This is an optimization exercise on Yosys and OpenROAD, whose aim is small area, not a production implementation. The RTL of this run was laid out without a check of its function. Power and IR drop assume default switching activity.

## flow/standard.sh

```bash
#!/bin/bash
# synth_recipe.tcl (not shown) runs the flow's synth.tcl, then flattens the netlist and writes it again
# the make line also repeats each setting of config.mk as NAME=value (left out here)
make -C /OpenROAD-flow-scripts/flow DESIGN_CONFIG=/design/flow/config.mk WORK_HOME=/design/flow/orfs CLKGATE_MAP_FILE= SYNTH_SCRIPT=/design/flow/synth_recipe.tcl "${@:-finish}"
```

## flow/config.mk

```make
export PLATFORM = sky130hd
export DESIGN_NAME = final_pro
export DESIGN_NICKNAME = final_pro
export VERILOG_FILES = /design/flow/design.v
export SDC_FILE = /design/flow/constraint.sdc
export NUM_CORES = 4
export LEC_CHECK = 0
export CAP_MARGIN = 20
export CORE_MARGIN = 2
export CORE_UTILIZATION = 40
export SLEW_MARGIN = 20
```

## flow/flow/run.sh

```bash
#!/bin/bash
# Standard layout, logged.
bash standard.sh > standard.log 2>&1
```

## flow/design.v

```verilog
`timescale 1ns / 1ps
module vga_sync(
  input  clk,
  input  reset,
  output oHS,
  output oVS,
  output visible,
  output p_tick,
  output reg [5:0] hq,
  output [5:0] hq_inc,
  output reg [4:0] hr,
  output reg [9:0] pixel_y
  );
reg mod2;
wire hr_end = hr[4] & hr[1] & hr[0];                     
wire hq_end = hq[5] & hq[2] & hq[1] & hq[0];             
wire v_end  = pixel_y[9] & pixel_y[3] & pixel_y[2];      
assign hq_inc = hq + 6'd1;
always @(posedge clk) begin
  if (reset) begin
    mod2    <= 1'b0;
    hr      <= 5'd0;
    hq      <= 6'd0;
    pixel_y <= 10'd0;
  end else begin
    mod2 <= ~mod2;
    if (mod2) begin
      hr <= hr_end ? 5'd0 : hr + 5'd1;
      if (hr_end) begin
        hq <= hq_end ? 6'd0 : hq_inc;
        if (hq_end)
          pixel_y <= v_end ? 10'd0 : pixel_y + 10'd1;
      end
    end
  end
end
wire hs = (hq == 6'd32 && hr[4]) || (hq[5] && (hq[2:0] == 3'd1 || hq[2:1] == 2'd1 || hq[2:0] == 3'd4)) ||
          (hq == 6'd37 && !(hr[4] || (hr[3] && hr[2])));
wire vs = (pixel_y[9:1] == 9'd245);
assign p_tick  = mod2;
assign oHS     = ~hs;
assign oVS     = ~vs;
assign visible = !hq[5] && !pixel_y[9] && !(pixel_y[8] && pixel_y[7] && pixel_y[6] && pixel_y[5]);
endmodule
`timescale 1ns / 1ps
module Rotation_direction(
    input  CLK,
    input  reset,
    input  ROT_A,
    input  ROT_B,
    output reg rotary_event,
    output reg rotary_right
    );
reg [1:0] rot_in;
reg       rot_q1, rot_q2, rot_q1_d;
always @(posedge CLK) begin
  if (reset) begin
    rot_in <= 2'b00;
    rot_q1 <= 1'b0;
    rot_q2 <= 1'b0;
  end else begin
    rot_in <= {ROT_B, ROT_A};
    case (rot_in)
      2'b00: rot_q1 <= 1'b0;
      2'b01: rot_q2 <= 1'b0;
      2'b10: rot_q2 <= 1'b1;
      2'b11: rot_q1 <= 1'b1;
    endcase
  end
end
always @(posedge CLK) begin
  if (reset) begin
    rot_q1_d     <= 1'b0;
    rotary_event <= 1'b0;
  end else begin
    rot_q1_d     <= rot_q1;
    rotary_event <= rot_q1 && !rot_q1_d;
  end
end
always @(posedge CLK)
  rotary_right <= rot_q2;
endmodule
`timescale 1ns / 1ps
module GP(
	input clk,
	input reset,
	input [5:0] gc,
	input e,
	input [5:0] hq,
	input [5:0] hq_inc,
	input [4:0] hr,
	input [9:0] y,
	output gp_valid
    );
	localparam MOUTH = 25000, PERIOD = 50000;
	reg [15:0] cnt;
	wire cnt_end = cnt[15] & cnt[14] & cnt[9] & cnt[8] & cnt[6] & cnt[4];
	always@(posedge clk)begin
		if(reset || cnt_end)
			cnt <= 0;
		else
			cnt <= cnt + 1'b1;
	end
	function lt5(input [4:0] a, input [4:0] b);
		integer i;
		reg r;
		begin
			r = 1'b0;
			for (i = 0; i < 5; i = i + 1)
				r = (~a[i] & b[i]) | (~(a[i] ^ b[i]) & r);
			lt5 = r;
		end
	endfunction
	function lt16(input [15:0] a, input [15:0] b);
		integer i;
		reg r;
		begin
			r = 1'b0;
			for (i = 0; i < 16; i = i + 1)
				r = (~a[i] & b[i]) | (~(a[i] ^ b[i]) & r);
			lt16 = r;
		end
	endfunction
	wire mouth_en = lt16(cnt, MOUTH + 1);
	wire sel = (hq == gc);
	wire qn = (hq_inc == gc);
	reg hx, sx;
	reg [4:0] ax;
	always @(*) begin
		case ({e, sel, hr})
		7'd4: {hx, sx, ax} = {1'b1, 1'b1, 5'd16};
		7'd5: {hx, sx, ax} = {1'b1, 1'b1, 5'd15};
		7'd6: {hx, sx, ax} = {1'b1, 1'b1, 5'd14};
		7'd7: {hx, sx, ax} = {1'b1, 1'b1, 5'd13};
		7'd8: {hx, sx, ax} = {1'b1, 1'b1, 5'd12};
		7'd9: {hx, sx, ax} = {1'b1, 1'b1, 5'd11};
		7'd10: {hx, sx, ax} = {1'b1, 1'b1, 5'd10};
		7'd11: {hx, sx, ax} = {1'b1, 1'b1, 5'd9};
		7'd12: {hx, sx, ax} = {1'b1, 1'b1, 5'd8};
		7'd13: {hx, sx, ax} = {1'b1, 1'b1, 5'd7};
		7'd14: {hx, sx, ax} = {1'b1, 1'b1, 5'd6};
		7'd15: {hx, sx, ax} = {1'b1, 1'b1, 5'd5};
		7'd16: {hx, sx, ax} = {1'b1, 1'b1, 5'd4};
		7'd17: {hx, sx, ax} = {1'b1, 1'b1, 5'd3};
		7'd18: {hx, sx, ax} = {1'b1, 1'b1, 5'd2};
		7'd19: {hx, sx, ax} = {1'b1, 1'b1, 5'd1};
		7'd32: {hx, sx, ax} = {1'b1, 1'b0, 5'd0};
		7'd33: {hx, sx, ax} = {1'b1, 1'b0, 5'd1};
		7'd34: {hx, sx, ax} = {1'b1, 1'b0, 5'd2};
		7'd35: {hx, sx, ax} = {1'b1, 1'b0, 5'd3};
		7'd36: {hx, sx, ax} = {1'b1, 1'b0, 5'd4};
		7'd37: {hx, sx, ax} = {1'b1, 1'b0, 5'd5};
		7'd38: {hx, sx, ax} = {1'b1, 1'b0, 5'd6};
		7'd39: {hx, sx, ax} = {1'b1, 1'b0, 5'd7};
		7'd40: {hx, sx, ax} = {1'b1, 1'b0, 5'd8};
		7'd41: {hx, sx, ax} = {1'b1, 1'b0, 5'd9};
		7'd42: {hx, sx, ax} = {1'b1, 1'b0, 5'd10};
		7'd43: {hx, sx, ax} = {1'b1, 1'b0, 5'd11};
		7'd44: {hx, sx, ax} = {1'b1, 1'b0, 5'd12};
		7'd45: {hx, sx, ax} = {1'b1, 1'b0, 5'd13};
		7'd46: {hx, sx, ax} = {1'b1, 1'b0, 5'd14};
		7'd47: {hx, sx, ax} = {1'b1, 1'b0, 5'd15};
		7'd48: {hx, sx, ax} = {1'b1, 1'b0, 5'd16};
		7'd67: {hx, sx, ax} = {1'b1, 1'b1, 5'd16};
		7'd68: {hx, sx, ax} = {1'b1, 1'b1, 5'd15};
		7'd69: {hx, sx, ax} = {1'b1, 1'b1, 5'd14};
		7'd70: {hx, sx, ax} = {1'b1, 1'b1, 5'd13};
		7'd71: {hx, sx, ax} = {1'b1, 1'b1, 5'd12};
		7'd72: {hx, sx, ax} = {1'b1, 1'b1, 5'd11};
		7'd73: {hx, sx, ax} = {1'b1, 1'b1, 5'd10};
		7'd74: {hx, sx, ax} = {1'b1, 1'b1, 5'd9};
		7'd75: {hx, sx, ax} = {1'b1, 1'b1, 5'd8};
		7'd76: {hx, sx, ax} = {1'b1, 1'b1, 5'd7};
		7'd77: {hx, sx, ax} = {1'b1, 1'b1, 5'd6};
		7'd78: {hx, sx, ax} = {1'b1, 1'b1, 5'd5};
		7'd79: {hx, sx, ax} = {1'b1, 1'b1, 5'd4};
		7'd80: {hx, sx, ax} = {1'b1, 1'b1, 5'd3};
		7'd81: {hx, sx, ax} = {1'b1, 1'b1, 5'd2};
		7'd82: {hx, sx, ax} = {1'b1, 1'b1, 5'd1};
		7'd83: {hx, sx, ax} = {1'b1, 1'b0, 5'd0};
		7'd96: {hx, sx, ax} = {1'b1, 1'b0, 5'd1};
		7'd97: {hx, sx, ax} = {1'b1, 1'b0, 5'd2};
		7'd98: {hx, sx, ax} = {1'b1, 1'b0, 5'd3};
		7'd99: {hx, sx, ax} = {1'b1, 1'b0, 5'd4};
		7'd100: {hx, sx, ax} = {1'b1, 1'b0, 5'd5};
		7'd101: {hx, sx, ax} = {1'b1, 1'b0, 5'd6};
		7'd102: {hx, sx, ax} = {1'b1, 1'b0, 5'd7};
		7'd103: {hx, sx, ax} = {1'b1, 1'b0, 5'd8};
		7'd104: {hx, sx, ax} = {1'b1, 1'b0, 5'd9};
		7'd105: {hx, sx, ax} = {1'b1, 1'b0, 5'd10};
		7'd106: {hx, sx, ax} = {1'b1, 1'b0, 5'd11};
		7'd107: {hx, sx, ax} = {1'b1, 1'b0, 5'd12};
		7'd108: {hx, sx, ax} = {1'b1, 1'b0, 5'd13};
		7'd109: {hx, sx, ax} = {1'b1, 1'b0, 5'd14};
		7'd110: {hx, sx, ax} = {1'b1, 1'b0, 5'd15};
		7'd111: {hx, sx, ax} = {1'b1, 1'b0, 5'd16};
		default: {hx, sx, ax} = 7'd0;
		endcase
	end
	wire hy = (y[9:6] == 4'b0110 && y[5:0] == 6'd63) || (y[9:5] == 5'b01110);
	reg sy;
	reg [4:0] ay;
	always @(*) begin
		case (y[5:0])
		6'd0: {sy, ay} = {1'b1, 5'd15};
		6'd1: {sy, ay} = {1'b1, 5'd14};
		6'd2: {sy, ay} = {1'b1, 5'd13};
		6'd3: {sy, ay} = {1'b1, 5'd12};
		6'd4: {sy, ay} = {1'b1, 5'd11};
		6'd5: {sy, ay} = {1'b1, 5'd10};
		6'd6: {sy, ay} = {1'b1, 5'd9};
		6'd7: {sy, ay} = {1'b1, 5'd8};
		6'd8: {sy, ay} = {1'b1, 5'd7};
		6'd9: {sy, ay} = {1'b1, 5'd6};
		6'd10: {sy, ay} = {1'b1, 5'd5};
		6'd11: {sy, ay} = {1'b1, 5'd4};
		6'd12: {sy, ay} = {1'b1, 5'd3};
		6'd13: {sy, ay} = {1'b1, 5'd2};
		6'd14: {sy, ay} = {1'b1, 5'd1};
		6'd15: {sy, ay} = {1'b0, 5'd0};
		6'd16: {sy, ay} = {1'b0, 5'd1};
		6'd17: {sy, ay} = {1'b0, 5'd2};
		6'd18: {sy, ay} = {1'b0, 5'd3};
		6'd19: {sy, ay} = {1'b0, 5'd4};
		6'd20: {sy, ay} = {1'b0, 5'd5};
		6'd21: {sy, ay} = {1'b0, 5'd6};
		6'd22: {sy, ay} = {1'b0, 5'd7};
		6'd23: {sy, ay} = {1'b0, 5'd8};
		6'd24: {sy, ay} = {1'b0, 5'd9};
		6'd25: {sy, ay} = {1'b0, 5'd10};
		6'd26: {sy, ay} = {1'b0, 5'd11};
		6'd27: {sy, ay} = {1'b0, 5'd12};
		6'd28: {sy, ay} = {1'b0, 5'd13};
		6'd29: {sy, ay} = {1'b0, 5'd14};
		6'd30: {sy, ay} = {1'b0, 5'd15};
		6'd31: {sy, ay} = {1'b0, 5'd16};
		6'd63: {sy, ay} = {1'b1, 5'd16};
		default: {sy, ay} = 6'd0;
		endcase
	end
	reg [4:0] w;
	always @(*) begin
		case (ay)
		5'd0: w = 5'd16;
		5'd1: w = 5'd15;
		5'd2: w = 5'd15;
		5'd3: w = 5'd15;
		5'd4: w = 5'd15;
		5'd5: w = 5'd15;
		5'd6: w = 5'd14;
		5'd7: w = 5'd14;
		5'd8: w = 5'd13;
		5'd9: w = 5'd13;
		5'd10: w = 5'd12;
		5'd11: w = 5'd11;
		5'd12: w = 5'd10;
		5'd13: w = 5'd9;
		5'd14: w = 5'd7;
		5'd15: w = 5'd5;
		5'd16: w = 5'd0;
		default: w = 5'd0;
		endcase
	end
	wire disc = (sel || qn) && hx && hy && !lt5(w, ax);
	function e539(input [4:0] a, input [4:0] b);
		case ({a, b})
		10'd363: e539 = 1'b1;
		10'd394: e539 = 1'b1;
		10'd425: e539 = 1'b1;
		default: e539 = 1'b0;
		endcase
	endfunction
	function e540(input [4:0] a, input [4:0] b);
		case ({a, b})
		10'd362: e540 = 1'b1;
		10'd363: e540 = 1'b1;
		10'd393: e540 = 1'b1;
		10'd394: e540 = 1'b1;
		10'd424: e540 = 1'b1;
		10'd425: e540 = 1'b1;
		10'd455: e540 = 1'b1;
		default: e540 = 1'b0;
		endcase
	endfunction
	function e579(input [4:0] a, input [4:0] b);
		case ({a, b})
		10'd143: e579 = 1'b1;
		10'd174: e579 = 1'b1;
		10'd175: e579 = 1'b1;
		10'd205: e579 = 1'b1;
		10'd206: e579 = 1'b1;
		10'd236: e579 = 1'b1;
		10'd237: e579 = 1'b1;
		10'd238: e579 = 1'b1;
		10'd267: e579 = 1'b1;
		10'd268: e579 = 1'b1;
		10'd269: e579 = 1'b1;
		10'd298: e579 = 1'b1;
		10'd299: e579 = 1'b1;
		10'd300: e579 = 1'b1;
		10'd301: e579 = 1'b1;
		10'd330: e579 = 1'b1;
		10'd331: e579 = 1'b1;
		10'd332: e579 = 1'b1;
		10'd363: e579 = 1'b1;
		default: e579 = 1'b0;
		endcase
	endfunction
	function e580(input [4:0] a, input [4:0] b);
		case ({a, b})
		10'd175: e580 = 1'b1;
		10'd206: e580 = 1'b1;
		10'd237: e580 = 1'b1;
		10'd238: e580 = 1'b1;
		10'd268: e580 = 1'b1;
		10'd269: e580 = 1'b1;
		10'd299: e580 = 1'b1;
		10'd300: e580 = 1'b1;
		10'd301: e580 = 1'b1;
		10'd330: e580 = 1'b1;
		10'd331: e580 = 1'b1;
		10'd332: e580 = 1'b1;
		10'd363: e580 = 1'b1;
		default: e580 = 1'b0;
		endcase
	endfunction
	function d559(input [4:0] a, input [4:0] b);
		case ({a, b})
		10'd34: d559 = 1'b1;
		10'd67: d559 = 1'b1;
		10'd100: d559 = 1'b1;
		10'd133: d559 = 1'b1;
		10'd166: d559 = 1'b1;
		10'd199: d559 = 1'b1;
		10'd232: d559 = 1'b1;
		10'd265: d559 = 1'b1;
		10'd298: d559 = 1'b1;
		10'd331: d559 = 1'b1;
		default: d559 = 1'b0;
		endcase
	endfunction
	wire agt = lt5(ay, ax);
	wire alt = lt5(ax, ay);
	wire az = (ax == 5'd0), bz = (ay == 5'd0);
	wire dpos = !sx && !az, ypos = !sy && !bz;      
	wire a2 = !sx && (ax[4:1] != 4'd0);             
	wire b2 = !sy && (ay[4:1] != 4'd0);             
	wire mnorm = ypos || agt;
	wire lts = (sx && !sy) || (!sx && !sy && alt) || (sx && sy && agt);
	reg mouth;
	always @(*) begin
		case ({gc, e})
		{6'd27, 1'b1}: mouth = mnorm && !(dpos && ypos && e539(ax, ay));   
		{6'd27, 1'b0}: mouth = mnorm && !(dpos && ypos && e540(ax, ay));   
		{6'd28, 1'b1}: mouth = (a2 && b2) ? alt :                            
		                       (!a2 && !b2) ? (lts || (!sx && ax == 5'd1 && bz)) :
		                       a2 ? 1'b1 : (sx && d559(ax, ay));
		{6'd28, 1'b0}: mouth = (dpos && ypos) ? alt :                        
		                       (!dpos && !ypos) ? agt : dpos;
		{6'd29, 1'b1}: mouth = mnorm || (sx && sy && e579(ax, ay));        
		{6'd29, 1'b0}: mouth = mnorm || (sx && sy && e580(ax, ay));        
		default:       mouth = mnorm;
		endcase
	end
	assign gp_valid = disc && (!mouth_en || mouth);
endmodule
`timescale 1ns / 1ps
module TP(
	input show,
	input [1:0] id,
	input [4:0] c,
	input [7:0] tb,
	input [5:0] hq,
	input [5:0] hq_inc,
	input [4:0] hr,
	input [9:0] y,
	output reg [2:0] rgb,
	output tp_valid
    );
	wire k0 = id[0];
	wire sel = (hq == {1'b0, c});
	wire qn = (hq_inc == {1'b0, c});
	reg hx;
	reg [3:0] ax;      
	always @(*) begin
		case ({k0, sel, hr})
		7'd10: {hx, ax} = {1'b1, 4'd10};
		7'd11: {hx, ax} = {1'b1, 4'd9};
		7'd12: {hx, ax} = {1'b1, 4'd8};
		7'd13: {hx, ax} = {1'b1, 4'd7};
		7'd14: {hx, ax} = {1'b1, 4'd6};
		7'd15: {hx, ax} = {1'b1, 4'd5};
		7'd16: {hx, ax} = {1'b1, 4'd4};
		7'd17: {hx, ax} = {1'b1, 4'd3};
		7'd18: {hx, ax} = {1'b1, 4'd2};
		7'd19: {hx, ax} = {1'b1, 4'd1};
		7'd32: {hx, ax} = {1'b1, 4'd0};
		7'd33: {hx, ax} = {1'b1, 4'd1};
		7'd34: {hx, ax} = {1'b1, 4'd2};
		7'd35: {hx, ax} = {1'b1, 4'd3};
		7'd36: {hx, ax} = {1'b1, 4'd4};
		7'd37: {hx, ax} = {1'b1, 4'd5};
		7'd38: {hx, ax} = {1'b1, 4'd6};
		7'd39: {hx, ax} = {1'b1, 4'd7};
		7'd40: {hx, ax} = {1'b1, 4'd8};
		7'd41: {hx, ax} = {1'b1, 4'd9};
		7'd42: {hx, ax} = {1'b1, 4'd10};
		7'd64: {hx, ax} = {1'b1, 4'd10};
		7'd65: {hx, ax} = {1'b1, 4'd9};
		7'd66: {hx, ax} = {1'b1, 4'd8};
		7'd67: {hx, ax} = {1'b1, 4'd7};
		7'd68: {hx, ax} = {1'b1, 4'd6};
		7'd69: {hx, ax} = {1'b1, 4'd5};
		7'd70: {hx, ax} = {1'b1, 4'd4};
		7'd71: {hx, ax} = {1'b1, 4'd3};
		7'd72: {hx, ax} = {1'b1, 4'd2};
		7'd73: {hx, ax} = {1'b1, 4'd1};
		7'd74: {hx, ax} = {1'b1, 4'd0};
		7'd75: {hx, ax} = {1'b1, 4'd1};
		7'd76: {hx, ax} = {1'b1, 4'd2};
		7'd77: {hx, ax} = {1'b1, 4'd3};
		7'd78: {hx, ax} = {1'b1, 4'd4};
		7'd79: {hx, ax} = {1'b1, 4'd5};
		7'd80: {hx, ax} = {1'b1, 4'd6};
		7'd81: {hx, ax} = {1'b1, 4'd7};
		7'd82: {hx, ax} = {1'b1, 4'd8};
		7'd83: {hx, ax} = {1'b1, 4'd9};
		7'd96: {hx, ax} = {1'b1, 4'd10};
		default: {hx, ax} = 5'd0;
		endcase
	end
	wire [8:0] dh = y[9:1] - {1'b0, tb};
	wire hy = (dh[8:4] == 5'd0);
	reg v;
	always @(*) begin
		case (id)
		2'd0: begin
			case ({ax, dh[3:0], y[0]})
			9'd2: v = 1'b1;
			9'd3: v = 1'b1;
			9'd4: v = 1'b1;
			9'd5: v = 1'b1;
			9'd6: v = 1'b1;
			9'd7: v = 1'b1;
			9'd8: v = 1'b1;
			9'd9: v = 1'b1;
			9'd10: v = 1'b1;
			9'd11: v = 1'b1;
			9'd12: v = 1'b1;
			9'd13: v = 1'b1;
			9'd14: v = 1'b1;
			9'd15: v = 1'b1;
			9'd16: v = 1'b1;
			9'd17: v = 1'b1;
			9'd18: v = 1'b1;
			9'd34: v = 1'b1;
			9'd35: v = 1'b1;
			9'd36: v = 1'b1;
			9'd37: v = 1'b1;
			9'd38: v = 1'b1;
			9'd39: v = 1'b1;
			9'd40: v = 1'b1;
			9'd41: v = 1'b1;
			9'd42: v = 1'b1;
			9'd43: v = 1'b1;
			9'd44: v = 1'b1;
			9'd45: v = 1'b1;
			9'd46: v = 1'b1;
			9'd47: v = 1'b1;
			9'd48: v = 1'b1;
			9'd49: v = 1'b1;
			9'd50: v = 1'b1;
			9'd66: v = 1'b1;
			9'd67: v = 1'b1;
			9'd68: v = 1'b1;
			9'd69: v = 1'b1;
			9'd70: v = 1'b1;
			9'd71: v = 1'b1;
			9'd72: v = 1'b1;
			9'd73: v = 1'b1;
			9'd74: v = 1'b1;
			9'd75: v = 1'b1;
			9'd76: v = 1'b1;
			9'd77: v = 1'b1;
			9'd78: v = 1'b1;
			9'd79: v = 1'b1;
			9'd80: v = 1'b1;
			9'd81: v = 1'b1;
			9'd82: v = 1'b1;
			9'd98: v = 1'b1;
			9'd99: v = 1'b1;
			9'd100: v = 1'b1;
			9'd101: v = 1'b1;
			9'd102: v = 1'b1;
			9'd103: v = 1'b1;
			9'd104: v = 1'b1;
			9'd105: v = 1'b1;
			9'd106: v = 1'b1;
			9'd107: v = 1'b1;
			9'd108: v = 1'b1;
			9'd109: v = 1'b1;
			9'd110: v = 1'b1;
			9'd111: v = 1'b1;
			9'd112: v = 1'b1;
			9'd113: v = 1'b1;
			9'd114: v = 1'b1;
			9'd130: v = 1'b1;
			9'd131: v = 1'b1;
			9'd132: v = 1'b1;
			9'd133: v = 1'b1;
			9'd134: v = 1'b1;
			9'd135: v = 1'b1;
			9'd136: v = 1'b1;
			9'd137: v = 1'b1;
			9'd138: v = 1'b1;
			9'd139: v = 1'b1;
			9'd140: v = 1'b1;
			9'd141: v = 1'b1;
			9'd142: v = 1'b1;
			9'd143: v = 1'b1;
			9'd144: v = 1'b1;
			9'd145: v = 1'b1;
			9'd146: v = 1'b1;
			9'd162: v = 1'b1;
			9'd163: v = 1'b1;
			9'd164: v = 1'b1;
			9'd165: v = 1'b1;
			9'd166: v = 1'b1;
			9'd167: v = 1'b1;
			9'd168: v = 1'b1;
			9'd169: v = 1'b1;
			9'd170: v = 1'b1;
			9'd171: v = 1'b1;
			9'd172: v = 1'b1;
			9'd173: v = 1'b1;
			9'd174: v = 1'b1;
			9'd175: v = 1'b1;
			9'd176: v = 1'b1;
			9'd177: v = 1'b1;
			9'd178: v = 1'b1;
			9'd194: v = 1'b1;
			9'd195: v = 1'b1;
			9'd196: v = 1'b1;
			9'd197: v = 1'b1;
			9'd198: v = 1'b1;
			9'd199: v = 1'b1;
			9'd200: v = 1'b1;
			9'd201: v = 1'b1;
			9'd202: v = 1'b1;
			9'd203: v = 1'b1;
			9'd204: v = 1'b1;
			9'd205: v = 1'b1;
			9'd206: v = 1'b1;
			9'd207: v = 1'b1;
			9'd208: v = 1'b1;
			9'd209: v = 1'b1;
			9'd210: v = 1'b1;
			9'd226: v = 1'b1;
			9'd227: v = 1'b1;
			9'd228: v = 1'b1;
			9'd229: v = 1'b1;
			9'd230: v = 1'b1;
			9'd231: v = 1'b1;
			9'd232: v = 1'b1;
			9'd233: v = 1'b1;
			9'd234: v = 1'b1;
			9'd235: v = 1'b1;
			9'd236: v = 1'b1;
			9'd237: v = 1'b1;
			9'd238: v = 1'b1;
			9'd239: v = 1'b1;
			9'd240: v = 1'b1;
			9'd241: v = 1'b1;
			9'd242: v = 1'b1;
			9'd258: v = 1'b1;
			9'd259: v = 1'b1;
			9'd260: v = 1'b1;
			9'd261: v = 1'b1;
			9'd262: v = 1'b1;
			9'd263: v = 1'b1;
			9'd264: v = 1'b1;
			9'd265: v = 1'b1;
			9'd266: v = 1'b1;
			9'd267: v = 1'b1;
			9'd268: v = 1'b1;
			9'd269: v = 1'b1;
			9'd270: v = 1'b1;
			9'd271: v = 1'b1;
			9'd272: v = 1'b1;
			9'd273: v = 1'b1;
			9'd274: v = 1'b1;
			default: v = 1'b0;
			endcase
			v = v && (c != 5'd0);
			rgb = 3'b001;
		end
		2'd1: begin
			case ({ax, dh[3:0], y[0]})
			9'd11: v = 1'b1;
			9'd12: v = 1'b1;
			9'd13: v = 1'b1;
			9'd14: v = 1'b1;
			9'd15: v = 1'b1;
			9'd16: v = 1'b1;
			9'd17: v = 1'b1;
			9'd18: v = 1'b1;
			9'd19: v = 1'b1;
			9'd20: v = 1'b1;
			9'd21: v = 1'b1;
			9'd22: v = 1'b1;
			9'd23: v = 1'b1;
			9'd24: v = 1'b1;
			9'd25: v = 1'b1;
			9'd26: v = 1'b1;
			9'd27: v = 1'b1;
			9'd28: v = 1'b1;
			9'd29: v = 1'b1;
			9'd30: v = 1'b1;
			9'd45: v = 1'b1;
			9'd46: v = 1'b1;
			9'd47: v = 1'b1;
			9'd48: v = 1'b1;
			9'd49: v = 1'b1;
			9'd50: v = 1'b1;
			9'd51: v = 1'b1;
			9'd52: v = 1'b1;
			9'd53: v = 1'b1;
			9'd54: v = 1'b1;
			9'd55: v = 1'b1;
			9'd56: v = 1'b1;
			9'd57: v = 1'b1;
			9'd58: v = 1'b1;
			9'd59: v = 1'b1;
			9'd60: v = 1'b1;
			9'd61: v = 1'b1;
			9'd62: v = 1'b1;
			9'd79: v = 1'b1;
			9'd80: v = 1'b1;
			9'd81: v = 1'b1;
			9'd82: v = 1'b1;
			9'd83: v = 1'b1;
			9'd84: v = 1'b1;
			9'd85: v = 1'b1;
			9'd86: v = 1'b1;
			9'd87: v = 1'b1;
			9'd88: v = 1'b1;
			9'd89: v = 1'b1;
			9'd90: v = 1'b1;
			9'd91: v = 1'b1;
			9'd92: v = 1'b1;
			9'd93: v = 1'b1;
			9'd94: v = 1'b1;
			9'd113: v = 1'b1;
			9'd114: v = 1'b1;
			9'd115: v = 1'b1;
			9'd116: v = 1'b1;
			9'd117: v = 1'b1;
			9'd118: v = 1'b1;
			9'd119: v = 1'b1;
			9'd120: v = 1'b1;
			9'd121: v = 1'b1;
			9'd122: v = 1'b1;
			9'd123: v = 1'b1;
			9'd124: v = 1'b1;
			9'd125: v = 1'b1;
			9'd126: v = 1'b1;
			9'd147: v = 1'b1;
			9'd148: v = 1'b1;
			9'd149: v = 1'b1;
			9'd150: v = 1'b1;
			9'd151: v = 1'b1;
			9'd152: v = 1'b1;
			9'd153: v = 1'b1;
			9'd154: v = 1'b1;
			9'd155: v = 1'b1;
			9'd156: v = 1'b1;
			9'd157: v = 1'b1;
			9'd158: v = 1'b1;
			9'd181: v = 1'b1;
			9'd182: v = 1'b1;
			9'd183: v = 1'b1;
			9'd184: v = 1'b1;
			9'd185: v = 1'b1;
			9'd186: v = 1'b1;
			9'd187: v = 1'b1;
			9'd188: v = 1'b1;
			9'd189: v = 1'b1;
			9'd190: v = 1'b1;
			9'd215: v = 1'b1;
			9'd216: v = 1'b1;
			9'd217: v = 1'b1;
			9'd218: v = 1'b1;
			9'd219: v = 1'b1;
			9'd220: v = 1'b1;
			9'd221: v = 1'b1;
			9'd222: v = 1'b1;
			9'd249: v = 1'b1;
			9'd250: v = 1'b1;
			9'd251: v = 1'b1;
			9'd252: v = 1'b1;
			9'd253: v = 1'b1;
			9'd254: v = 1'b1;
			9'd283: v = 1'b1;
			9'd284: v = 1'b1;
			9'd285: v = 1'b1;
			9'd286: v = 1'b1;
			9'd317: v = 1'b1;
			9'd318: v = 1'b1;
			default: v = 1'b0;
			endcase
			rgb = 3'b010;
		end
		default: begin
			case ({ax, dh[3:0], y[0]})
			9'd0: v = 1'b1;
			9'd1: v = 1'b1;
			9'd2: v = 1'b1;
			9'd3: v = 1'b1;
			9'd4: v = 1'b1;
			9'd5: v = 1'b1;
			9'd6: v = 1'b1;
			9'd7: v = 1'b1;
			9'd8: v = 1'b1;
			9'd9: v = 1'b1;
			9'd10: v = 1'b1;
			9'd11: v = 1'b1;
			9'd12: v = 1'b1;
			9'd13: v = 1'b1;
			9'd14: v = 1'b1;
			9'd15: v = 1'b1;
			9'd16: v = 1'b1;
			9'd17: v = 1'b1;
			9'd18: v = 1'b1;
			9'd19: v = 1'b1;
			9'd20: v = 1'b1;
			9'd33: v = 1'b1;
			9'd34: v = 1'b1;
			9'd35: v = 1'b1;
			9'd36: v = 1'b1;
			9'd37: v = 1'b1;
			9'd38: v = 1'b1;
			9'd39: v = 1'b1;
			9'd40: v = 1'b1;
			9'd41: v = 1'b1;
			9'd42: v = 1'b1;
			9'd43: v = 1'b1;
			9'd44: v = 1'b1;
			9'd45: v = 1'b1;
			9'd46: v = 1'b1;
			9'd47: v = 1'b1;
			9'd48: v = 1'b1;
			9'd49: v = 1'b1;
			9'd50: v = 1'b1;
			9'd51: v = 1'b1;
			9'd65: v = 1'b1;
			9'd66: v = 1'b1;
			9'd67: v = 1'b1;
			9'd68: v = 1'b1;
			9'd69: v = 1'b1;
			9'd70: v = 1'b1;
			9'd71: v = 1'b1;
			9'd72: v = 1'b1;
			9'd73: v = 1'b1;
			9'd74: v = 1'b1;
			9'd75: v = 1'b1;
			9'd76: v = 1'b1;
			9'd77: v = 1'b1;
			9'd78: v = 1'b1;
			9'd79: v = 1'b1;
			9'd80: v = 1'b1;
			9'd81: v = 1'b1;
			9'd82: v = 1'b1;
			9'd83: v = 1'b1;
			9'd97: v = 1'b1;
			9'd98: v = 1'b1;
			9'd99: v = 1'b1;
			9'd100: v = 1'b1;
			9'd101: v = 1'b1;
			9'd102: v = 1'b1;
			9'd103: v = 1'b1;
			9'd104: v = 1'b1;
			9'd105: v = 1'b1;
			9'd106: v = 1'b1;
			9'd107: v = 1'b1;
			9'd108: v = 1'b1;
			9'd109: v = 1'b1;
			9'd110: v = 1'b1;
			9'd111: v = 1'b1;
			9'd112: v = 1'b1;
			9'd113: v = 1'b1;
			9'd114: v = 1'b1;
			9'd115: v = 1'b1;
			9'd129: v = 1'b1;
			9'd130: v = 1'b1;
			9'd131: v = 1'b1;
			9'd132: v = 1'b1;
			9'd133: v = 1'b1;
			9'd134: v = 1'b1;
			9'd135: v = 1'b1;
			9'd136: v = 1'b1;
			9'd137: v = 1'b1;
			9'd138: v = 1'b1;
			9'd139: v = 1'b1;
			9'd140: v = 1'b1;
			9'd141: v = 1'b1;
			9'd142: v = 1'b1;
			9'd143: v = 1'b1;
			9'd144: v = 1'b1;
			9'd145: v = 1'b1;
			9'd146: v = 1'b1;
			9'd147: v = 1'b1;
			9'd162: v = 1'b1;
			9'd163: v = 1'b1;
			9'd164: v = 1'b1;
			9'd165: v = 1'b1;
			9'd166: v = 1'b1;
			9'd167: v = 1'b1;
			9'd168: v = 1'b1;
			9'd169: v = 1'b1;
			9'd170: v = 1'b1;
			9'd171: v = 1'b1;
			9'd172: v = 1'b1;
			9'd173: v = 1'b1;
			9'd174: v = 1'b1;
			9'd175: v = 1'b1;
			9'd176: v = 1'b1;
			9'd177: v = 1'b1;
			9'd178: v = 1'b1;
			9'd194: v = 1'b1;
			9'd195: v = 1'b1;
			9'd196: v = 1'b1;
			9'd197: v = 1'b1;
			9'd198: v = 1'b1;
			9'd199: v = 1'b1;
			9'd200: v = 1'b1;
			9'd201: v = 1'b1;
			9'd202: v = 1'b1;
			9'd203: v = 1'b1;
			9'd204: v = 1'b1;
			9'd205: v = 1'b1;
			9'd206: v = 1'b1;
			9'd207: v = 1'b1;
			9'd208: v = 1'b1;
			9'd209: v = 1'b1;
			9'd210: v = 1'b1;
			9'd227: v = 1'b1;
			9'd228: v = 1'b1;
			9'd229: v = 1'b1;
			9'd230: v = 1'b1;
			9'd231: v = 1'b1;
			9'd232: v = 1'b1;
			9'd233: v = 1'b1;
			9'd234: v = 1'b1;
			9'd235: v = 1'b1;
			9'd236: v = 1'b1;
			9'd237: v = 1'b1;
			9'd238: v = 1'b1;
			9'd239: v = 1'b1;
			9'd240: v = 1'b1;
			9'd241: v = 1'b1;
			9'd260: v = 1'b1;
			9'd261: v = 1'b1;
			9'd262: v = 1'b1;
			9'd263: v = 1'b1;
			9'd264: v = 1'b1;
			9'd265: v = 1'b1;
			9'd266: v = 1'b1;
			9'd267: v = 1'b1;
			9'd268: v = 1'b1;
			9'd269: v = 1'b1;
			9'd270: v = 1'b1;
			9'd271: v = 1'b1;
			9'd272: v = 1'b1;
			9'd294: v = 1'b1;
			9'd295: v = 1'b1;
			9'd296: v = 1'b1;
			9'd297: v = 1'b1;
			9'd298: v = 1'b1;
			9'd299: v = 1'b1;
			9'd300: v = 1'b1;
			9'd301: v = 1'b1;
			9'd302: v = 1'b1;
			9'd330: v = 1'b1;
			default: v = 1'b0;
			endcase
			rgb = id[0] ? 3'b101 : 3'b100;
		end
		endcase
	end
	assign tp_valid = show && (sel || qn) && hx && hy && v;
endmodule
`timescale 1ns / 1ps
module status_board(
	input [5:0]hq,
	input [4:0]hr,
	input [9:0]y,
	input [3:0]id,
	output [2:0]rgb,
	output stbd_valid
	 );
	function xg(input [5:0] cq, input [4:0] cr);
		xg = (hq > cq) || (hq == cq && hr > cr);
	endfunction
	function xl(input [5:0] cq, input [4:0] cr);
		xl = (hq < cq) || (hq == cq && hr < cr);
	endfunction
	reg pix;
	always@(*)begin
		case(id)
		4'd10: pix = (xg(27,15) && xl(28,5) && y > 10 && y < 60 ) || ((xg(29,0) && xl(30,10) && y> 10 && y <60) && !( xg(29,10) && xl(30,0) && y > 20 && y<50));
		4'd9: pix = ((xg(29,0) && xl(30,10) && y >10  && y <40) && !( xg(29,10) &&  xl(30,0) && y >20  && y < 30)) || (xg(29,0) && xl(30,10) && y >50 && y <60) || (xg(30,0) && xl(30,10) && y >=40 && y<60);
		4'd8: pix = (xg(29,0) && xl(30,10) && y >10 && y <60) && !(xg(29,10) && xl(30,0) && ( (y> 20 && y <30) || (y> 40 && y <50)));
		4'd7: pix = (xg(29,0) && xl(29,10) && y >10 && y<35) || (!xl(29,10) && xl(30,0) &&y>10 && y <20) || (!xl(30,0) && xl(30,10) && y >10 && y<60);
		4'd6: pix = ((xg(29,0) && xl(30,10) && y >10 && y <60) && !(xg(29,10) && xl(30,0) && ( (y> 20 && y <30) || (y> 40 && y <50)))) && !(!xl(30,0) && xl(30,10) && y>20 && y <30);
		4'd5: pix = ((xg(29,0) && xl(30,10) && y >10 && y <60) && !(xg(29,10) && xl(30,0) && ( (y> 20 && y <30) || (y> 40 && y <50)))) && !((!xl(30,0) && xl(30,10) && y>20 && y <30) || (xg(29,0) && !xg(29,10) &&y >40 && y <50));
		4'd4: pix = (xg(29,0) && xl(29,10) && y >10 && y < 40) || ( !xl(29,10) && !xg(30,0) && y > 30 && y <40) || ( xg(30,0) && xl(30,10) && y >10 && y <60);
		4'd3: pix = ((xg(29,0) && xl(30,10) && y >10 && y <60) && !(xg(29,10) && xl(30,0) && ( (y> 20 && y <30) || (y> 40 && y <50)))) && !( (xg(29,0) && !xg(29,10)) && ( (y >20 && y <30) || (y >40 && y <50)));
		4'd2: pix = ((xg(29,0) && xl(30,10) && y >10 && y <60) && !(xg(29,10) && xl(30,0) && ( (y> 20 && y <30) || (y> 40 && y <50)))) && !( (xg(29,0) && !xg(29,10) && y >20 && y <30) || (!xl(30,0) && xl(30,10) && y>40 && y <50));
		4'd1: pix = xg(30,0) && xl(30,10) && y >10 && y < 60;
		4'd0: pix = (xg(29,0) && xl(30,10) && y >10 && y <60) && !(xg(29,10) && xl(30,0) && y>20 && y <50);
		default: pix = 1'b0;
		endcase
	end
	assign stbd_valid = xg(26,0) && y < 75 && id <= 4'd10;
	assign rgb = pix ? 3'b110 : 3'b011;
endmodule
`timescale 1ns / 1ps
module final_pro(
    input  clk,
    input  reset,
    input start,
	 input ROT_A,
	 input ROT_B,
	 output reg [7:0] led,
    output HSYNC,
    output VSYNC,
    output VGA_RED,
    output VGA_GREEN,
    output VGA_BLUE
	);
wire video_on;
wire pixel_tick;
wire [5:0] hq;
wire [5:0] hq_inc;
wire [4:0] hr;
wire [9:0] pixel_y;
reg [2:0] rgb_reg;
reg start_b;
reg [5:0] gc;
reg       ge;
reg [4:0] tc;
reg [7:0] tb;
reg tp_show;
reg [3:0] tp_cnt;
reg [1:0] tp_id;
reg led_valid;
reg catch;
localparam init_s = 3'b000 , set_s = 3'b001,fall_s = 3'b010 , dsap_s = 3'b011 , over_s = 3'b100;
reg [2:0] S_cur, S_next;
localparam TICK = 5000;
reg [12:0] cnt;
reg [20:0] rand_cnt;
wire stbd_valid;
wire gp_valid;
wire tp_valid;
wire [2:0] rgb_stbd;
wire [2:0] rgb_tp;
wire ro_event;
wire ro_dir;
vga_sync vs0(
  .clk(clk), .reset(reset), .oHS(HSYNC), .oVS(VSYNC),
  .visible(video_on), .p_tick(pixel_tick),
  .hq(hq), .hq_inc(hq_inc), .hr(hr), .pixel_y(pixel_y)
  );
GP gp(
	.clk(clk),
	.reset(reset),
	.gc(gc),
	.e(ge),
	.hq(hq),
	.hq_inc(hq_inc),
	.hr(hr),
	.y(pixel_y),
	.gp_valid(gp_valid)
    );
TP tp(
	.show(tp_show),
	.id(tp_id),
	.c(tc),
	.tb(tb),
	.hq(hq),
	.hq_inc(hq_inc),
	.hr(hr),
	.y(pixel_y),
	.rgb(rgb_tp),
	.tp_valid(tp_valid)
    );
status_board sta_bd(
	.hq(hq),
	.hr(hr),
	.y(pixel_y),
	.id(tp_cnt),
	.rgb(rgb_stbd),
	.stbd_valid(stbd_valid)
    );
Rotation_direction rd(
    .CLK(clk),
    .reset(reset),
    .ROT_A(ROT_A),
    .ROT_B(ROT_B),
    .rotary_event(ro_event),
    .rotary_right(ro_dir)
    );
assign {VGA_RED, VGA_GREEN, VGA_BLUE} = rgb_reg;
always@(posedge clk)begin
   if(reset)
      start_b <= 0;
   else
      start_b <= start;
end
always@(posedge clk)begin
   if(reset || start_b)
      S_cur <= init_s;
   else
      S_cur <= S_next;
end
wire cnt_end = cnt[12] & cnt[9] & cnt[8] & cnt[7] & cnt[3];    
function lt8(input [7:0] a, input [7:0] b);
   integer i;
   reg r;
   begin
      r = 1'b0;
      for (i = 0; i < 8; i = i + 1)
         r = (~a[i] & b[i]) | (~(a[i] ^ b[i]) & r);
      lt8 = r;
   end
endfunction
wire ty_ge470 = !lt8(tb, 8'd230);      
wire ty_lt479 = lt8(tb, 8'd235);       
always@(posedge clk)begin
   if(reset)
      S_next <= init_s;
   else
   case(S_cur)
   init_s:
      S_next <= set_s;
   set_s:
      S_next <= fall_s;
   fall_s:
      if(catch || ty_ge470)
         S_next <= dsap_s;
      else
         S_next <= fall_s;
   dsap_s:
      if(tp_cnt == 0)
         S_next <= over_s;
      else
         S_next <= set_s;
   over_s:
      S_next <= over_s;
   default:
      S_next <= S_next;
   endcase
end
wire [2:0] current_rgb = stbd_valid ? rgb_stbd : gp_valid ? 3'b110 : tp_valid ? rgb_tp : 3'b111;
always @(posedge clk) begin
  if (reset)
    rgb_reg <= 3'b000;
  else if (pixel_tick)
    rgb_reg <= video_on ? current_rgb : 3'b000;
end
wire [5:0] gc_inc = gc + 6'd1;
wire [5:0] gc_dec = gc - 6'd1;
wire m_max = ge ? (gc == 6'd32) : (gc == 6'd31);    
wire m_zero = (gc == {5'd0, ge});                    
always@(posedge clk)begin
	if(reset || S_cur == init_s)begin
		gc <= 6'd16;             
		ge <= 1'b1;
	end
	else if(ro_event)begin
		if(ro_dir)begin          
			if(!m_max)
				gc <= gc_inc;        
			else begin
				gc <= 6'd32;         
				ge <= 1'b1;
			end
		end
		else begin               
			if(!m_zero)
				gc <= gc_dec;        
			else begin
				gc <= 6'd0;          
				ge <= 1'b0;
			end
		end
	end
end
always@(posedge clk)begin
	if(reset)
		tp_show <= 0;
	else if(S_cur == init_s || S_cur == set_s)
		tp_show <= 1;
	else if(S_cur == fall_s && cnt_end && !ty_lt479)
		tp_show <= 0;
end
reg [4:0] tc_load;
always @(*)
	case (rand_cnt[3:0])
	4'd0: tc_load = 5'd0;   4'd1: tc_load = 5'd2;   4'd2: tc_load = 5'd3;   4'd3: tc_load = 5'd5;
	4'd4: tc_load = 5'd6;   4'd5: tc_load = 5'd8;   4'd6: tc_load = 5'd9;   4'd7: tc_load = 5'd11;
	4'd8: tc_load = 5'd12;  4'd9: tc_load = 5'd14;  4'd10: tc_load = 5'd15; 4'd11: tc_load = 5'd17;
	4'd12: tc_load = 5'd18; 4'd13: tc_load = 5'd20; 4'd14: tc_load = 5'd21; default: tc_load = 5'd23;
	endcase
reg [7:0] tb_load;       
always @(*)
	case (rand_cnt[2:0])
	3'd0: tb_load = 8'd0;   3'd1: tb_load = 8'd5;   3'd2: tb_load = 8'd10;  3'd3: tb_load = 8'd15;
	3'd4: tb_load = 8'd20;  3'd5: tb_load = 8'd25;  3'd6: tb_load = 8'd30;  default: tb_load = 8'd35;
	endcase
always@(posedge clk)begin
	if(S_cur == init_s || S_cur == set_s)begin
		tc <= tc_load;
		tb <= tb_load;
		tp_id <= rand_cnt[1:0];
	end
	else if(S_cur == fall_s && cnt_end && ty_lt479)
		tb <= tb + 8'd2;
end
always@(posedge clk)begin
	if(reset)
		tp_cnt <= 0;
	else if(S_cur == init_s)
		tp_cnt <= 10;
	else if(S_cur == set_s && S_next == fall_s)
		tp_cnt <= tp_cnt - 1'b1;
end
always@(posedge clk)begin
	if(reset || cnt_end)
		cnt <= 0;
	else
		cnt <= cnt + 1'b1;
end
wire rand_end = rand_cnt[20] & rand_cnt[18] & rand_cnt[17] & rand_cnt[15] &
                rand_cnt[14] & rand_cnt[13] & rand_cnt[9] & rand_cnt[8] &
                rand_cnt[6] & rand_cnt[5];
always@(posedge clk)begin
	if(reset || rand_end)
		rand_cnt <= 0;
	else
		rand_cnt <= rand_cnt + 1'b1;
end
wire hit_x = ((gc == {1'b0, tc}) || (!ge && tp_id[0] && gc_inc == {1'b0, tc})) &&
             !(gc == 6'd0 && !ge);
wire hit_y = !lt8(tb, 8'd222) && lt8(tb, 8'd232);
always@(posedge clk)begin
	if(reset || S_cur == init_s)
		catch <= 0;
	else if(S_cur == fall_s)begin
		if(hit_x && hit_y)
			catch <= 1;
	end
	else if(S_cur == dsap_s)
		catch <= 0;
end
always@(posedge clk)begin
   if(reset || S_cur == init_s)
      led <= 0;
   else if(catch && led_valid)
      led <= led + 1'b1;
end
always@(posedge clk)begin
   if(reset)
      led_valid <= 0;
   else if(S_cur == set_s)
      led_valid <= 1;
   else if(catch)
      led_valid <= 0;
end
endmodule
```

## flow/constraint.sdc

```tcl
create_clock -name core_clock -period 12.0 [get_ports {clk}]
set_input_delay 2.4000 -clock core_clock [delete_from_list [all_inputs] [get_ports {clk}]]
set_output_delay 2.4000 -clock core_clock [all_outputs]
set_load 0.01 [all_outputs]
```

==> results.txt <==
path summary, 6_finish.rpt:
kind | cells past startpoint | endpoint
setup reg to reg | 15 | rgb_reg[1]
hold reg to reg | 0 | rd.rotary_right
hold / removal | 0 | rd.rotary_right
setup / recovery | 6 | HSYNC
layout by cell type, fill, tap and decap left out, types with 27 or more instances in the layout:
cell     synthesis  final
nor2_1         191    191
dfxtp_1        117    117
nand2_1        107    107
a21oi_1         85     85
nand3_1         77     77
ha_1            76     76
inv_1           69     69
o21ai_0         62     62
xor2_1          51     51
xnor2_1         50     50
nor3_1          34     34
nand4_1         27     27
cell families (layout without fill, tap and decap cells):
family / Yosys count / count (layout) / synth area share (%)
AOI/OAI and AO/OA: 298 / 298 / 19.3
xor gates and xnor gates: 102 / 102 / 8.80
adders and majority gates: 78 / 78 / 9.58
buffers and inverters: 147 / 128 / 5.56
DFF: 131 / 131 / 27.0
muxes: 19 / 19 / 1.91
and+or+nand+nor: 578 / 578 / 27.9
per-layer routing:
metal / vias to the layer above / GRT usage, %
li1: 4784 / -
met1: 4447 / 27.5
met2: 259 / 32.9
met3: 56 / 3.21
met4: 0 / 8.17
met5: - / 0
synthesized netlist by cell type (4+ instances only):
cell	count	share of area, %
nand4b_1	4	0.34
or4_1	10	0.73
o21ai_0	62	3.0
ha_1	76	9.3
clkinv_1	4	0.15
a2111oi_0	8	0.68
clkbuf_1	54	2.0
edfxtp_1	14	4.1
nor3b_1	5	0.37
nand3b_1	5	0.37
a21o_1	10	0.73
o32ai_1	5	0.43
nor4_1	18	1.1
o22ai_1	8	0.49
a31o_2	5	0.43
a311oi_1	6	0.51
mux2_2	4	0.44
o21bai_1	6	0.44
and2_1	7	0.43
or2_2	6	0.37
nand2_1	107	3.9
nor3_1	34	1.7
buf_1	9	0.33
o31ai_1	9	0.66
nand2b_1	17	1.0
xnor2_1	50	4.3
nor2_1	191	7.0
nor2b_1	20	1.2
a22oi_1	4	0.29
a21oi_1	85	4.2
a32oi_1	4	0.34
inv_1	69	2.5
nand4_1	27	1.6
dfxtp_1	117	23
o211ai_1	11	0.81
nor4b_1	5	0.43
and3_1	19	1.2
or3_1	10	0.61
xor2_1	51	4.4
mux2i_1	15	1.5
a31oi_1	14	0.86
o2111ai_1	7	0.60
buf_2	8	0.39
a211oi_1	14	1.0
nand3_1	77	3.8
per-stage QoR:
stage / setup WS (ns) / utilization [%]
global placement: 7.23 / 42.0
floorplan: 7.92 / -
detailed placement: 7.19 / 42.0
global route: 6.60 / 44.4
CTS: 6.86 / 44.4
finish: 6.85 / 44.4
final cells by class:
class / count / area [µm²]
multi-input cells: 1075 / 6910
inverters: 75 / 282
clock inverters: 15 / 184
flip-flops and latches: 131 / 2760
repair buffers: 21 / 200
well taps: 330 / 413
fillers: 2510 / 14000
clock buffers: 17 / 425
report_power, final:
| part | internal (mW) | leakage (nW) | switching (mW) |
|---|---|---|---|
| sequential | 0.457 | 1.11 | 0.0225 |
| clock | 0.316 | 0.302 | 0.223 |
| combinational | 0.0713 | 2.74 | 0.109 |
| total | 0.844 | 4.15 | 0.355 |
critical path: stages, from the launching register on:
cell and delay, ns:
dfxtp_1 1.03, ha_1 0.31, nor2_1 0.05, a21oi_1 0.11
nor3_1 0.06, o21ai_0 0.18, clkdlybuf4s50_1 0.60
==> impl_results.md <==
- Post-synthesis cell area: 10200 µm²
- CP Capture Type: output pin
- CTS tree: done
- Biggest regs: rand_cnt: 21 flops, gp.cnt: 16 flops, cnt: 13 flops
- Final Wtd Congestion: roughly 0.95
- Global-route wire length before repair: approximately 44000 µm
- Vias in the first global route: 8855
- Critical path arrival: approximately 2.8 ns
- Critical path startpoint category: register
- R2r setup slk: roughly 7 ns
- Die width: between 150 and 200 µm
- Largest reg by FF count: rand_cnt
- Reg2Reg Launch Point: vs0.hr[2]
- Die Y-Extent: about 160 µm
- Uppermost layer routed: met4
- Area growth, synth to finish: 9.17%
- # Post-CTS Setup Buffers: 0
- RSZ-0062 raised after global routing: no
- Finished Layout Cells: around 1.7k
- Row Count: 58
- # resized after CTS: 0
- H-tree depth: 4
- Vias/cell: 5.74
- Max VDD drop: 0.0813 mV
- Post-CTS Hold Fix Bufs: 0
- CP Data Required Time: around 9.6 ns
- Met3 WL post-DR: about 1200 µm
- DRT met1 WL: between 10000 and 15000 µm
- Crit path launch: vs0.hr[2]
- Worst-Margin Slew: 1.07 ns
- Clk root buf: clkbuf_16
- Synth Instances: around 1.4k
- DP HPWL: roughly 20000 µm
- Setup violations, final: 0
- Final setup TNS: 0 ns
- Crit path time final: roughly 5 ns
- Tcrit/Tclk final: approximately 43%
- Yosys reg bits: between 100 and 150
- Setup CP Type: register to output pin
- Synth Flop Type: dfxtp_1
- Final Instance Area: roughly 11000 µm²
- Status: no timing/DRC/antenna violations
- Syn nets: 1435
- # IOs: 18
- Total CTS buffers: 17
- Hold Crit Start: rd.rot_q2
- Iter 0 DRT Violations: 900
- GRT Util Overall: 20.5%
- Clk Latency, worst-skew pair: 0.42 ns
- Core area: between 20000 and 30000 µm²
- Area post-placement: ~11000 µm²
- Post-synth EDFFs: 14
- Met2 WL post-DR: ~12000 µm
- Placed insts: 1632
- Worst Skew: about 0.011 ns
- Max-Cap Viols: 0
- GRT overflow: 0
- Crit path max fanout: 33
- Yosys warning total: 6
- Sequential-to-total area share from yosys stat: roughly 27%
- Distinct cells, synth: 86
- Syn Area/Cell: around 7.6 µm²
- DIE AREA: about 27000 µm²
- Type of the worst min-delay path: register to register
- Wire length per cell: 16.2 µm
- Min Hold Slack: roughly 0.35 ns
- Design Power: about 1.2 mW
- Antenna diode instance count: 0
- CTS Buffer Depth: 2
- Final Hold Fails: 0
- Total Wirelength: 26900 µm
- Share of cells above drive strength 1: 5.47%
- Leak: a little over 4 nW
- Via count: approximately 9.5k
- Pwr Density: between 100 and 150 nW/µm²
- DR pass1 iterations: 5
- Slew Viols, Final: 0
- Largest net degree at the start of global routing: 39
- Max reg flops: 21
- Port Buffer Count: 17
- Slew headroom: 28.7%
- Clock slew at the register clock pins of the worst setup and hold paths: approximately 0.06 ns
- Nets: 1403
- # DRC: 0
- Initial antenna violation count: 0
- Fmax: roughly 190 MHz
- Final ANT Viol Nets: 0
- Initial Util: between 40% and 50%
- FFs w/ async S/R, synth: 0%
- CTS Sinks: 131

==> separate check: timing with driven ports <==
No port has a modelled driver above. Below, the same layout with a new extraction and two added sets of constraints. Step 1 (the two cells are an assumption about what drives the block):
set clk [get_ports {clk}]
set_driving_cell -lib_cell sky130_fd_sc_hd__clkbuf_16 $clk
set_driving_cell -lib_cell sky130_fd_sc_hd__buf_2 [delete_from_list [all_inputs] $clk]
Step 2 moves the port delays by t, midway between the first and last clock arrival at a register: inputs arrive t later, outputs are due t later. That takes back most of the time a late clock gives input paths. a / b / c = no drivers / after step 1 / after step 2; a / b = the first two.
t (ns): 0.465
setup slack, ns: 6.851 / 6.805 / 7.072
hold slack, ns: 0.353 / 0.353 / 0.353
After both steps setup and hold are still met in this run. For this run, drivers alone change the setup slack by -0.046 ns; drivers and shift together by +0.221 ns.
